From an optimization exercise on the open Yosys and OpenROAD flow, aimed at small area; shortcuts taken in it are not production practice. Where RTL was checked, it was by simulation tests only, not by an equivalence proof against the original. The clock port is modelled as an ideal driver; clocking choices that lean on that would not hold on a real chip.

north:
// rp_acq
module rp_acq (
    input clk,
    input rst_n,
    input [31:0] gpio_data,
    input [13:0] adc_dat_a_in,
    input ext_trig,
    output [7:0] led_o,
    output [31:0] BRAM_write_address,
    output [31:0] BRAM_write_data,
    output [3:0] BRAM_wren
);
For scale: ~1100 cells after synthesis, about 12000 um^2 of cells after synthesis.
clock: 8.0 ns
lec_check: 0
abc_area: 1
cap_margin: 10
core_margin: 2
core_utilization: 40
gpl_routability_driven: 0
gpl_timing_driven: 0
place_density: 0.8
setup_slack_margin: 0.1
slew_margin: 10
standard.sh (not shown) runs the stock make flow with config.mk's settings and CLKGATE_MAP_FILE= SYNTH_SCRIPT=/design/flow/synth_recipe.tcl, a recipe that flattens the netlist after the stock synthesis.
==> flow/flow/run.sh <==
#!/bin/bash
# Own layout flow: the standard synthesis, then the combinational logic
# between the standard synthesis's registers and adder cells is re-mapped for
# area with ABC (registers, full and half adders and tie cells are kept as
# they are), then the standard layout with a minimum-size buffer on every
# port.  Each tool writes its full output to a log file in this folder.
set -euo pipefail
W=$PWD
F=$W/flow
R=$W/orfs/results/${FLOW_PLATFORM}/rp_acq/base
YOSYS=${FLOW_HOME}/../tools/install/yosys/bin/yosys
[ -x "$YOSYS" ] || YOSYS=yosys
LIB=${FLOW_HOME}/platforms/${FLOW_PLATFORM}/lib/sky130_fd_sc_hd__tt_025C_1v80.lib

bash standard.sh synth > $W/log_1_standard_synth.log 2>&1
cp $R/1_2_yosys.v $W/standard_synth.v

python3 $F/reopt.py $W/standard_synth.v $W/reopt_in.v > $W/log_2_reopt_py.log 2>&1
bash $F/reopt.sh $W/reopt_in.v $W/reopt_out.v $W > $W/log_3_reopt.log 2>&1
cp $W/reopt_out.v $R/1_2_yosys.v

CTS="-sink_clustering_enable -repair_clock_nets -dont_use_dummy_load -buf_list sky130_fd_sc_hd__clkbuf_8 -sink_clustering_size 20 -sink_clustering_max_diameter 40"
MK=(BUFFER_PORTS_ARGS="-buffer_cell sky130_fd_sc_hd__buf_1" CTS_ARGS="$CTS")
bash standard.sh "${MK[@]}" cts > $W/log_4_standard_to_cts.log 2>&1
CTS_ODB=$R/4_cts.odb CTS_BIG=50 CTS_SMALL=25 openroad -no_init -exit $F/cts_resize.tcl > $W/log_5_cts_resize.log 2>&1
bash standard.sh "${MK[@]}" finish > $W/log_6_standard_layout.log 2>&1
Other scripts of this flow, unchanged in this note and not shown: flow/flow/cts_resize.tcl, flow/flow/libfunc.py, flow/flow/reopt.py, flow/flow/reopt.sh, flow/flow/reopt_est.tcl
## Diff of input files: south against north
diff --git a/flow/design.v b/flow/design.v
--- a/flow/design.v
+++ b/flow/design.v
@@ -28,27 +28,27 @@
         if (cmd_r | ~rst_n) reps <= gd;
         if (cmd_h | ~rst_n) hops <= gd[5:0];
     end
     reg [1:0] st;
     reg last_trig;
     reg [2:0] pc;         
     reg [23:0] slat;      
     reg [23:0] rcn;       
     reg [13:0] xr;        
     reg [24:0] widx;      
     wire run = st[1] & st[0];
-    wire [24:0] wc;
-    wire [23:0] winc;
+    wire [25:0] wc;
+    wire [24:0] winc;
     assign wc[0] = 1'b1;
     genvar gi;
-    generate for (gi = 0; gi < 24; gi = gi + 1) begin : g_winc
+    generate for (gi = 0; gi < 25; gi = gi + 1) begin : g_winc
         assign winc[gi] = widx[gi] ^ wc[gi];
         assign wc[gi + 1] = widx[gi] & wc[gi];
     end endgenerate
     wire last = (winc[23:0] == slat);
     wire rdc = run & last;
     wire [24:0] rb;
     wire [23:0] rnext;
     assign rb[0] = 1'b1;
     generate for (gi = 0; gi < 24; gi = gi + 1) begin : g_rdec
         assign rnext[gi] = rcn[gi] ^ (rb[gi] & rdc);
         assign rb[gi + 1] = rcn[gi] & rb[gi];
@@ -83,23 +83,23 @@
                 end
                 2'd3: begin
                     xr <= adc_dat_a_in;
                     if (last) begin
                         st <= 2'd1;
                     end
                 end
             endcase
         end
     end
     always @(posedge clk) begin
-        if (rst_n & run) widx <= {1'b0, winc};
+        if (rst_n & run) widx <= winc;
         else widx <= {25{1'b1}};
     end
     reg [5:0] ph;         
     reg [5:0] ph1;        
     wire [13:0] x = {xr[13], ~xr[12:0]};    
     wire [6:0] pcy;
     wire [5:0] pnext;
     assign pcy[0] = 1'b0;
     generate for (gi = 0; gi < 6; gi = gi + 1) begin : g_ph
         assign pnext[gi] = ph[gi] ^ hops[gi] ^ pcy[gi];
         assign pcy[gi + 1] = (ph[gi] & hops[gi]) | (ph[gi] & pcy[gi]) | (hops[gi] & pcy[gi]);
--- outcome ---
- Re overall routed net length: north and south aren't equal, and the higher value belongs to north.
- south ends up with lower total area of multi-input combinational cells than north does.
- As of south, largest net degree at the start of global routing had risen by a little under 10% compared to north.
- Delta(final period demand of the worst path, south - north) < 0
- Mean routed wirelength per cell ends up higher on north.
No functional check of the RTL was part of north.

---

Another version of the RTL of rp_acq (not shown whole).
For scale: ~1200 cells after synthesis, about 130 I/O pins.
Settings: LEC_CHECK=0, ABC_AREA=1, CAP_MARGIN=0, CORE_MARGIN=2, CORE_UTILIZATION=40, GPL_TIMING_DRIVEN=0, SLEW_MARGIN=0; clock period 8.0 ns.
==> flow/flow/run.sh <==
#!/bin/bash
# Own layout flow: the standard synthesis, then the combinational logic
# between the standard synthesis's registers and adder cells is re-mapped for
# area with ABC (registers, full and half adders and tie cells are kept as
# they are), then the standard layout with a minimum-size buffer on every
# port.  Each tool writes its full output to a log file in this folder.
set -euo pipefail
W=$PWD
F=$W/flow
R=$W/orfs/results/${FLOW_PLATFORM}/rp_acq/base
YOSYS=${FLOW_HOME}/../tools/install/yosys/bin/yosys
[ -x "$YOSYS" ] || YOSYS=yosys
LIB=${FLOW_HOME}/platforms/${FLOW_PLATFORM}/lib/sky130_fd_sc_hd__tt_025C_1v80.lib

bash standard.sh synth > $W/log_1_standard_synth.log 2>&1
cp $R/1_2_yosys.v $W/standard_synth.v

python3 $F/reopt.py $W/standard_synth.v $W/reopt_in.v > $W/log_2_reopt_py.log 2>&1
$YOSYS -p "read_liberty -lib $LIB; read_verilog $W/reopt_in.v; hierarchy -top ${FLOW_TOP}; opt -purge; techmap; opt -fast; abc -liberty $LIB -dont_use *probe* -dont_use *lpflow* -script $F/reopt.abc; opt_clean -purge; setundef -zero; hilomap -singleton -hicell sky130_fd_sc_hd__conb_1 HI -locell sky130_fd_sc_hd__conb_1 LO; splitnets; opt_clean -purge; check; stat -liberty $LIB; write_verilog -noattr -nohex -nodec $W/reopt_out.v" > $W/log_3_reopt_yosys.log 2>&1
cp $W/reopt_out.v $R/1_2_yosys.v

CTS="-sink_clustering_enable -repair_clock_nets -dont_use_dummy_load -buf_list sky130_fd_sc_hd__clkbuf_8 -sink_clustering_size 20 -sink_clustering_max_diameter 40"
bash standard.sh BUFFER_PORTS_ARGS="-buffer_cell sky130_fd_sc_hd__buf_1" CTS_ARGS="$CTS" finish > $W/log_4_standard_layout.log 2>&1
Other scripts of this flow, unchanged in this note and not shown: flow/flow/libfunc.py, flow/flow/reopt.abc, flow/flow/reopt.py
==> next run, changes <==
--- a/flow/design.v
+++ b/flow/design.v
@@ -43,39 +43,35 @@
     wire [25:0] wc;
     wire [24:0] winc;
     assign wc[0] = 1'b1;
     genvar gi;
     generate for (gi = 0; gi < 25; gi = gi + 1) begin : g_winc
         assign winc[gi] = widx[gi] ^ wc[gi];
         assign wc[gi + 1] = widx[gi] & wc[gi];
     end endgenerate
     wire last = (winc[23:0] == slat);
-    wire rdc = run & last;
     wire [24:0] rb;
-    wire [23:0] rnext;
+    wire [23:0] rdec;
     assign rb[0] = 1'b1;
     generate for (gi = 0; gi < 24; gi = gi + 1) begin : g_rdec
-        assign rnext[gi] = rcn[gi] ^ (rb[gi] & rdc);
+        assign rdec[gi] = rcn[gi] ^ rb[gi];
         assign rb[gi + 1] = rcn[gi] & rb[gi];
     end endgenerate
     wire pc_last = pc[2] & ~pc[1];
     always @(posedge clk) begin
-        if (st == 2'd0) rcn <= repsn;
-        else rcn <= rnext;
-    end
-    always @(posedge clk) begin
         last_trig <= ext_trig;
         if (!rst_n) begin
             st <= 2'd0;
             xr <= 14'd0;
         end else begin
             case (st)
                 2'd0: begin
+                    rcn <= repsn;
                     if (c_start) st <= 2'd1;
                 end
                 2'd1: begin
                     pc <= 3'd0;
                     if (&rcn) st <= 2'd0;
                     else if (ext_trig & ~last_trig) st <= 2'd2;
                 end
                 2'd2: begin
                     pc <= {pc[1:0], ~pc[2]};
@@ -83,18 +79,19 @@
                         st <= 2'd3;
                         slat <= samples;
                         xr <= adc_dat_a_in;
                     end
                 end
                 2'd3: begin
                     xr <= adc_dat_a_in;
                     if (last) begin
                         st <= 2'd1;
+                        rcn <= rdec;
                     end
                 end
             endcase
         end
     end
     always @(posedge clk) begin
         if (rst_n & run) widx <= winc;
         else widx <= {25{1'b1}};
     end
=> The new run finished with timing, DRC and antenna clean; via count came out lower by 1.3%; cell count went down by 2.1%; worst hold slack gains 0.0053 ns; design area is higher by 2.2%; die area rises by 1.1%; global-route usage came out lower by 0.45 points; sequential cell count stays the same; synthesized cell count went down by 4.1%.
The RTL of the second run of this note was laid out without a check of its function.

---

== oak ==
rp_acq with an RTL version that a note above also has.
Size: ~1,100 cells after synthesis, roughly 0.012 mm² of cells after synthesis.
## rp_acq
module rp_acq (
    input clk,
    input rst_n,
    input [31:0] gpio_data,
    input [13:0] adc_dat_a_in,
    input ext_trig,
    output [7:0] led_o,
    output [31:0] BRAM_write_address,
    output [31:0] BRAM_write_data,
    output [3:0] BRAM_wren
);
clock: 8.0 ns
lec_check: 0
abc_area: 1
cap_margin: 10
core_margin: 2
core_utilization: 40
gpl_routability_driven: 0
gpl_timing_driven: 0
place_density: 0.8
setup_slack_margin: 0.1
slew_margin: 10
==> flow/flow/run.sh <==
#!/bin/bash
# Own layout flow: the standard synthesis, then the combinational logic
# between the standard synthesis's registers and adder cells is re-mapped for
# area with ABC (registers, full and half adders and tie cells are kept as
# they are), then the standard layout with a minimum-size buffer on every
# port.  Each tool writes its full output to a log file in this folder.
set -euo pipefail
W=$PWD
F=$W/flow
R=$W/orfs/results/${FLOW_PLATFORM}/rp_acq/base
YOSYS=${FLOW_HOME}/../tools/install/yosys/bin/yosys
[ -x "$YOSYS" ] || YOSYS=yosys
LIB=${FLOW_HOME}/platforms/${FLOW_PLATFORM}/lib/sky130_fd_sc_hd__tt_025C_1v80.lib

bash standard.sh synth > $W/log_1_standard_synth.log 2>&1
cp $R/1_2_yosys.v $W/standard_synth.v

python3 $F/reopt.py $W/standard_synth.v $W/reopt_in.v > $W/log_2_reopt_py.log 2>&1
bash $F/reopt.sh $W/reopt_in.v $W/reopt_out.v $W > $W/log_3_reopt.log 2>&1
cp $W/reopt_out.v $R/1_2_yosys.v

CTS="-sink_clustering_enable -repair_clock_nets -dont_use_dummy_load -buf_list sky130_fd_sc_hd__clkbuf_8 -sink_clustering_size 20 -sink_clustering_max_diameter 40"
MK=(BUFFER_PORTS_ARGS="-buffer_cell sky130_fd_sc_hd__buf_1" CTS_ARGS="$CTS")
bash standard.sh "${MK[@]}" cts > $W/log_4_standard_to_cts.log 2>&1
CTS_ODB=$R/4_cts.odb CTS_BIG=50 CTS_SMALL=25 openroad -no_init -exit $F/cts_resize.tcl > $W/log_5_cts_resize.log 2>&1
bash standard.sh "${MK[@]}" finish > $W/log_6_standard_layout.log 2>&1
Other scripts of this flow, unchanged in this note and not shown: flow/flow/cts_resize.tcl, flow/flow/libfunc.py, flow/flow/reopt.py, flow/flow/reopt.sh, flow/flow/reopt_est.tcl
Setup changes, oak to pine
diff --git a/flow/design.v b/flow/design.v
--- a/flow/design.v
+++ b/flow/design.v
@@ -29,25 +29,25 @@
         if (cmd_h | ~rst_n) hops <= gd[5:0];
     end
     reg [1:0] st;
     reg last_trig;
     reg [2:0] pc;         
     reg [23:0] slat;      
     reg [23:0] rcn;       
     reg [13:0] xr;        
     reg [24:0] widx;      
     wire run = st[1] & st[0];
-    wire [25:0] wc;
-    wire [24:0] winc;
+    wire [24:0] wc;
+    wire [23:0] winc;
     assign wc[0] = 1'b1;
     genvar gi;
-    generate for (gi = 0; gi < 25; gi = gi + 1) begin : g_winc
+    generate for (gi = 0; gi < 24; gi = gi + 1) begin : g_winc
         assign winc[gi] = widx[gi] ^ wc[gi];
         assign wc[gi + 1] = widx[gi] & wc[gi];
     end endgenerate
     wire last = (winc[23:0] == slat);
     wire rdc = run & last;
     wire [24:0] rb;
     wire [23:0] rnext;
     assign rb[0] = 1'b1;
     generate for (gi = 0; gi < 24; gi = gi + 1) begin : g_rdec
         assign rnext[gi] = rcn[gi] ^ (rb[gi] & rdc);
@@ -84,21 +84,21 @@
                 2'd3: begin
                     xr <= adc_dat_a_in;
                     if (last) begin
                         st <= 2'd1;
                     end
                 end
             endcase
         end
     end
     always @(posedge clk) begin
-        if (rst_n & run) widx <= winc;
+        if (rst_n & run) widx <= {1'b0, winc};
         else widx <= {25{1'b1}};
     end
     reg [5:0] ph;         
     reg [5:0] ph1;        
     wire [13:0] x = {xr[13], ~xr[12:0]};    
     wire [6:0] pcy;
     wire [5:0] pnext;
     assign pcy[0] = 1'b0;
     generate for (gi = 0; gi < 6; gi = gi + 1) begin : g_ph
         assign pnext[gi] = ph[gi] ^ hops[gi] ^ pcy[gi];
Findings:
Compared to oak, pine has largest stage delay on the critical path 0.02 ns higher.
In pine relative to oak, number of inverters outside the clock class in the layout had gone up by a few percent.
pine closes out successfully: all stages finished, all timing, DRC and antenna checks passed.
Looking at die area across both flows, pine is the weaker of the two, with oak ahead.
From pine to oak, depth of the CTS H-tree did not move at all.
NOTE first-pass GRT wire length oak->pine increased by a few percent
Sequential share of layout area down 0.42 points in pine wrt oak
Of oak and pine, oak shows the lower final period utilization, with pine above it.
pine vs. oak: share of cells above drive strength 1 went up by 0.87 points.
Higher non-clock buffer count goes to pine over oak.
Delta (pine minus oak): synthesis-to-finish area growth increased by 1.0 points relative to the old numbers.
Only the layout flow was run in pine; the RTL was not checked for function there.

afterwards: timing with drivers on the ports:
In the flow no input, the clock included, has a driving cell. The finished layouts below were timed again as built, in two steps. Step 1, drivers: a clkbuf_16 drives clk and a buf_2 each remaining input, both assumed. Step 2 also shifts input and output timing later by t, the mid clock arrival at the registers, as if the neighbouring blocks saw the same clock. Slacks: ideal / step 1 / step 2; pairs: ideal / step 1.
| run | t (ns) | slack for setup (ns) | worst setup path after step 2 | latest minus earliest clock arrival (ns) | slew at the worst register clock pin (ns) |
|---|---|---|---|---|---|
| north | 0.516 | 0.309 / 0.309 / 0.309 | register to register | 0.037 / 0.037 | 0.10 / 0.10 |
| south | 0.509 | 0.462 / 0.462 / 0.462 | register to register | 0.032 / 0.032 | 0.10 / 0.10 |
| the first run of note 2 | 0.524 | 0.404 / 0.404 / 0.404 | register to register | 0.051 / 0.050 | 0.12 / 0.12 |
| the second run of note 2 | 0.523 | 0.427 / 0.427 / 0.427 | register to register | 0.064 / 0.064 | 0.13 / 0.13 |
| oak | 0.497 | 0.450 / 0.450 / 0.450 | register to register | 0.035 / 0.034 | 0.10 / 0.10 |
| pine | 0.526 | 0.391 / 0.391 / 0.391 | register to register | 0.027 / 0.027 | 0.10 / 0.10 |
After both steps setup and hold are still met in every run listed.
